This is an optimization exercise on Yosys and OpenROAD, whose aim is small area, a short achievable clock period and few clock cycles, not a production implementation.
RTL that was checked went through simulation tests only; none was proved equivalent to the original.
Power and IR drop assume default switching activity.

## run 1
==> flow/design.v (excerpt) <==
module MultiCPU(
    input clk,
    input reset,
    input [31:0] Data_in,
    output mem_w,
    output [2:0] RAMCtrl,
    output [31:0] Data_out,
    output [31:0] Addr_out
    );
==> flow/config.mk <==
export PLATFORM = sky130hd
export DESIGN_NAME = MultiCPU
export DESIGN_NICKNAME = MultiCPU
export VERILOG_FILES = /design/flow/design.v
export SDC_FILE = /design/flow/constraint.sdc
export NUM_CORES = 8
export LEC_CHECK = 0
export CAP_MARGIN = 30
export CORE_MARGIN = 2
export CORE_UTILIZATION = 40
export SLEW_MARGIN = 30
export SYNTH_HIERARCHICAL = 1
export SYNTH_MINIMUM_KEEP_SIZE = 0
==> flow/constraint.sdc <==
create_clock -name core_clock -period 13.0 [get_ports {clk}]
set_input_delay 2.6000 -clock core_clock [delete_from_list [all_inputs] [get_ports {clk}]]
set_output_delay 2.6000 -clock core_clock [all_outputs]
set_load 0.01 [all_outputs]
standard.sh (not shown) runs the stock make flow with config.mk's settings and CLKGATE_MAP_FILE= SYNTH_SCRIPT=/design/flow/synth_recipe.tcl, a recipe that flattens the netlist after the stock synthesis.
==> flow/flow/run.sh <==
#!/bin/bash
# Layout flow: the standard flow (standard.sh) with three changes to how the layout
# is made: timing repair aims at a larger setup slack than 0 (so it keeps shortening the
# critical paths), the port buffers are plain buffers instead of delay buffers, and clock
# tree synthesis adds no dummy loads. The clock, its period and the I/O constraints are
# the design's, unchanged.
set -euo pipefail
bash standard.sh synth > synth.log 2>&1
bash standard.sh SETUP_SLACK_MARGIN=8.8 "BUFFER_PORTS_ARGS=-buffer_cell sky130_fd_sc_hd__buf_4" \
  "CTS_ARGS=-sink_clustering_enable -repair_clock_nets -dont_use_dummy_load -buf_list {sky130_fd_sc_hd__clkbuf_4 sky130_fd_sc_hd__clkbuf_8} -root_buf sky130_fd_sc_hd__clkbuf_16" finish > layout.log 2>&1
Testbench counts of run 1, summed over its fixed seeds: cycles 44,251.
### run 1 -> run 2
Settings: CORE_UTILIZATION now 55, was 40.
diff --git a/flow/flow/run.sh b/flow/flow/run.sh
--- a/flow/flow/run.sh
+++ b/flow/flow/run.sh
@@ -8,3 +8,3 @@
 bash standard.sh synth > synth.log 2>&1
 bash standard.sh SETUP_SLACK_MARGIN=8.8 "BUFFER_PORTS_ARGS=-buffer_cell sky130_fd_sc_hd__buf_4" \
-  "CTS_ARGS=-sink_clustering_enable -repair_clock_nets -dont_use_dummy_load -buf_list {sky130_fd_sc_hd__clkbuf_4 sky130_fd_sc_hd__clkbuf_8} -root_buf sky130_fd_sc_hd__clkbuf_16" finish > layout.log 2>&1
+  "CTS_ARGS=-sink_clustering_enable -repair_clock_nets -dont_use_dummy_load" finish > layout.log 2>&1
Results
- Run 2: full flow OK, the timing, DRC and antenna checks passed
- Run comparison: run 1 last element of the critical path AR[22]$_DFF_PP0_; run 2 last element of the critical path AR[20]$_DFF_PP0_
- Finished layout cell area in run 2 vs run 1: up about 0.5%
- In the reports for run 2 and run 1, the larger ratio of final minimum period to clock period belongs to run 2.
- From run 1 to run 2 the numbers moved as follows: relative contribution of combinational cells to total power saw a decrease; sequential power moved down; worst setup slack went down 0.036 ns.
Input changes introduced in run 3 (baseline for comparison: run 2):
Settings: swapping 55 for 40 in CORE_UTILIZATION.
==> notes.md <==
- Arrival time reported for the critical path endpoint across run 2 and run 3: no real change.
- Relative to run 2, combinational fraction of design power has decreased by 0.9 points in run 3.
- The cell type of the slowest stage on the worst timing path comes out or3_1 in one run and mux2_4 in the other, namely in run 2 and run 3 respectively.
- Per the comparison of run 3 with run 2, aggregate routed wire length increased by 10 mm relative to the old numbers; total clock network power higher; final cell count rose about 9%; global-route wire length before repair went up; post-route fraction of the period consumed by the critical path now smaller.
- Run 2 and run 3 ended up with nearly the same total number of nets in the final design.
Inputs modified between run 3 and run 4:
diff --git a/flow/flow/run.sh b/flow/flow/run.sh
--- a/flow/flow/run.sh
+++ b/flow/flow/run.sh
@@ -8,3 +8,3 @@
 bash standard.sh synth > synth.log 2>&1
 bash standard.sh SETUP_SLACK_MARGIN=8.8 "BUFFER_PORTS_ARGS=-buffer_cell sky130_fd_sc_hd__buf_4" \
-  "CTS_ARGS=-sink_clustering_enable -repair_clock_nets -dont_use_dummy_load" finish > layout.log 2>&1
+  "CTS_ARGS=-sink_clustering_enable -repair_clock_nets -dont_use_dummy_load -buf_list sky130_fd_sc_hd__clkbuf_8 -root_buf sky130_fd_sc_hd__clkbuf_16" finish > layout.log 2>&1
==> comparison <==
On combined buffer and inverter count along the critical path: run 4 sits below run 3. Higher fraction of power consumed by sequential logic among run 3 and run 4: run 4. The lower total power came out of run 4. Ratio of final minimum period to clock period (lower): run 3. Number of fill cells in the layout ends up lower on run 3. Any difference in total detailed-routing wirelength between run 4 and run 3 is small enough to ignore. Cell area after synthesis came out exactly the same in run 3 and run 4.

* * *

Another version of the RTL of MultiCPU (not shown whole).
Size in the first run: ~100 I/O pins, ~69000 um^2 of cells after synthesis.
export LEC_CHECK = 0
export CAP_MARGIN = 30
export CORE_MARGIN = 2
export CORE_UTILIZATION = 40
export SLEW_MARGIN = 30
export SYNTH_HIERARCHICAL = 1
export SYNTH_MINIMUM_KEEP_SIZE = 0
create_clock -name core_clock -period 13.0 [get_ports {clk}]
==> flow/flow/run.sh <==
#!/bin/bash
# Layout flow: the standard flow (standard.sh) with three changes to how the layout
# is made: timing repair aims at a larger setup slack than 0 (so it keeps shortening the
# critical paths), the port buffers are plain buffers instead of delay buffers, and clock
# tree synthesis adds no dummy loads. The clock, its period and the I/O constraints are
# the design's, unchanged.
set -euo pipefail
bash standard.sh synth > synth.log 2>&1
bash standard.sh SETUP_SLACK_MARGIN=8.6 "BUFFER_PORTS_ARGS=-buffer_cell sky130_fd_sc_hd__buf_4" \
  "CTS_ARGS=-sink_clustering_enable -repair_clock_nets -dont_use_dummy_load -sink_clustering_size 14 -sink_clustering_max_diameter 60 -buf_list sky130_fd_sc_hd__clkbuf_8 -root_buf sky130_fd_sc_hd__clkbuf_16" finish > layout.log 2>&1
The baseline finished clean.
Testbench counts at the start, summed over its fixed seeds: cycles 44,251.
Next try:
--- a/flow/flow/run.sh
+++ b/flow/flow/run.sh
@@ -9,2 +9,2 @@
-bash standard.sh SETUP_SLACK_MARGIN=8.6 "BUFFER_PORTS_ARGS=-buffer_cell sky130_fd_sc_hd__buf_4" \
-  "CTS_ARGS=-sink_clustering_enable -repair_clock_nets -dont_use_dummy_load -sink_clustering_size 14 -sink_clustering_max_diameter 60 -buf_list sky130_fd_sc_hd__clkbuf_8 -root_buf sky130_fd_sc_hd__clkbuf_16" finish > layout.log 2>&1
+bash standard.sh SETUP_SLACK_MARGIN=8.8 "BUFFER_PORTS_ARGS=-buffer_cell sky130_fd_sc_hd__buf_4" \
+  "CTS_ARGS=-sink_clustering_enable -repair_clock_nets -dont_use_dummy_load -buf_list sky130_fd_sc_hd__clkbuf_8 -root_buf sky130_fd_sc_hd__clkbuf_16" finish > layout.log 2>&1
- CORE_UTILIZATION: 40 -> 30
Worst hold slack got worse by 0.0054 ns.
Power climbs by about 8%.
Wire length climbs by about 5%.
First-iteration DRC count climbs by about 7%.
Clock-buffer cell count climbs by 85.
Via count climbs by about 3%.
Setup slack improved by 0.059 ns.
Next try:
--- a/flow/flow/run.sh
+++ b/flow/flow/run.sh
@@ -10 +10 @@
-  "CTS_ARGS=-sink_clustering_enable -repair_clock_nets -dont_use_dummy_load -buf_list sky130_fd_sc_hd__clkbuf_8 -root_buf sky130_fd_sc_hd__clkbuf_16" finish > layout.log 2>&1
+  "CTS_ARGS=-sink_clustering_enable -repair_clock_nets -dont_use_dummy_load -sink_clustering_size 16 -sink_clustering_max_diameter 80 -buf_list sky130_fd_sc_hd__clkbuf_8 -root_buf sky130_fd_sc_hd__clkbuf_16" finish > layout.log 2>&1
- CORE_UTILIZATION: 30 -> 40
Design area falls by 3.8%.
Clock-buffer cell count went down by 102.
Global-route usage went up by 7.9 points.
Combinational power came out lower by about 4%.
Sequential share of layout area rose by 1.9 points.
Routed wire length drops by about 4%.
Hold slack is better by 0.018 ns.
Next try:
--- a/flow/flow/run.sh
+++ b/flow/flow/run.sh
@@ -9,2 +9,2 @@
-bash standard.sh SETUP_SLACK_MARGIN=8.8 "BUFFER_PORTS_ARGS=-buffer_cell sky130_fd_sc_hd__buf_4" \
-  "CTS_ARGS=-sink_clustering_enable -repair_clock_nets -dont_use_dummy_load -sink_clustering_size 16 -sink_clustering_max_diameter 80 -buf_list sky130_fd_sc_hd__clkbuf_8 -root_buf sky130_fd_sc_hd__clkbuf_16" finish > layout.log 2>&1
+bash standard.sh SETUP_SLACK_MARGIN=8.95 "BUFFER_PORTS_ARGS=-buffer_cell sky130_fd_sc_hd__buf_4" \
+  "CTS_ARGS=-sink_clustering_enable -repair_clock_nets -dont_use_dummy_load -sink_clustering_size 14 -sink_clustering_max_diameter 60 -buf_list sky130_fd_sc_hd__clkbuf_8 -root_buf sky130_fd_sc_hd__clkbuf_16" finish > layout.log 2>&1
Effect: The new run went through all stages and came out clean; total power increases by 7.3%; setup slack degrades by 0.092 ns; clock power increases by about 6%; sequential cell count stays the same; design area is higher by 4.2%; area after synthesis is unchanged; sequential share of layout area decreases by 2.0 points; synthesized cell count is unchanged.

* * *

Setup of 09-01:
MultiCPU, a different RTL version from the one above (not shown whole).
Size: ~5500 cells after synthesis, roughly 100 I/O pins, about 0.069 mm² of cells after synthesis.
==> flow/config.mk <==
export PLATFORM = sky130hd
export DESIGN_NAME = MultiCPU
export DESIGN_NICKNAME = MultiCPU
export VERILOG_FILES = /design/flow/design.v
export SDC_FILE = /design/flow/constraint.sdc
export NUM_CORES = 8
export LEC_CHECK = 0
export CAP_MARGIN = 30
export CORE_MARGIN = 2
export CORE_UTILIZATION = 40
export SLEW_MARGIN = 30
export SYNTH_HIERARCHICAL = 1
export SYNTH_MINIMUM_KEEP_SIZE = 0
==> flow/constraint.sdc <==
create_clock -name core_clock -period 13.0 [get_ports {clk}]
set_input_delay 2.6000 -clock core_clock [delete_from_list [all_inputs] [get_ports {clk}]]
set_output_delay 2.6000 -clock core_clock [all_outputs]
set_load 0.01 [all_outputs]
==> flow/flow/run.sh <==
#!/bin/bash
# Layout flow: the standard flow (standard.sh) with two changes to how the layout is
# made: timing repair aims at a larger setup slack than 0 (so it keeps shortening the
# critical paths), and the port buffers are plain buffers instead of delay buffers.
# The clock, its period and the I/O constraints are the design's, unchanged.
set -euo pipefail
bash standard.sh synth > synth.log 2>&1
bash standard.sh SETUP_SLACK_MARGIN=9.0 "BUFFER_PORTS_ARGS=-buffer_cell sky130_fd_sc_hd__buf_4" finish > layout.log 2>&1
09-01 | stages: all done | timing, DRC, antenna: all pass
Setup changes, 09-01 to 06-02
==> flow/flow/run.sh <==
#!/bin/bash
# Layout flow: the standard flow (standard.sh) with three changes to how the layout
# is made: timing repair aims at a larger setup slack than 0 (so it keeps shortening the
# critical paths), the port buffers are plain buffers instead of delay buffers, and clock
# tree synthesis adds no dummy loads. The clock, its period and the I/O constraints are
# the design's, unchanged.
set -euo pipefail
bash standard.sh synth > synth.log 2>&1
bash standard.sh SETUP_SLACK_MARGIN=9.0 "BUFFER_PORTS_ARGS=-buffer_cell sky130_fd_sc_hd__buf_4" \
  "CTS_ARGS=-sink_clustering_enable -repair_clock_nets -dont_use_dummy_load" finish > layout.log 2>&1
09-01 -> 06-02: overall power consumption decreased by a few percent. Combinational power delta (06-02 -> 09-01): insignificant. In 06-02, the final area came out 0.0016 mm² below the value in 09-01. Max freq 09-01 -> 06-02: degraded. Per the comparison of 06-02 with 09-01, number of signal-net buffers in the layout went down 4.1%; latest clock arrival within the worst-skew pair comparable; clock-buffer cell count fell by 25%. The clock share of power reported for 06-02 is smaller than that of 09-01 by 2.4 points. The run with more setup slack is 09-01; 06-02 has less. Cmp 06-02 vs 09-01: global-route met1 utilization lower in 06-02. Total sequential power delta (06-02 -> 09-01): insignificant.
Function was not checked in any run of this note: the RTL went through the layout flow alone.

==> what the ideal ports hide <==
In the flow no input, the clock included, has a driving cell. The finished layouts below were timed again as built, in two steps.
Step 1 sets driving cells, clkbuf_16 on the clock port and buf_2 on the other inputs (assumed; they add their load-dependent delay and slew).
Step 2 adds t to the input delays and takes it off the output delays; t is the mean of the earliest and latest rising clock arrival at the registers after step 1. Input paths then give back, and output paths get back, about the clock's delay inside the block.
a / b / c = ideal / step 1 / step 2; a / b = the first two.
run	shift t [ns]	setup WS [ns]	pins driven straight from the clock port
run 1	0.885	8.541 / 8.541 / 7.717	1
run 2	0.848	8.506 / 8.506 / 7.742	1
run 3	0.878	8.561 / 8.581 / 7.703	1
run 4	0.885	8.541 / 8.541 / 7.717	1
the first run of note 2	0.779	8.435 / 8.462 / 7.691	1
the second run of note 2	0.859	8.494 / 8.494 / 7.703	1
the third run of note 2	0.769	8.527 / 8.557 / 7.787	1
the fourth run of note 2	0.776	8.434 / 8.473 / 7.696	1
09-01	0.900	8.373 / 8.408 / 7.508	1
06-02	0.873	8.279 / 8.314 / 7.441	1
After both steps every run listed still meets setup and hold. For 09-01, which loses most, drivers alone change the setup slack by +0.035 ns; drivers and shift together by -0.865 ns.
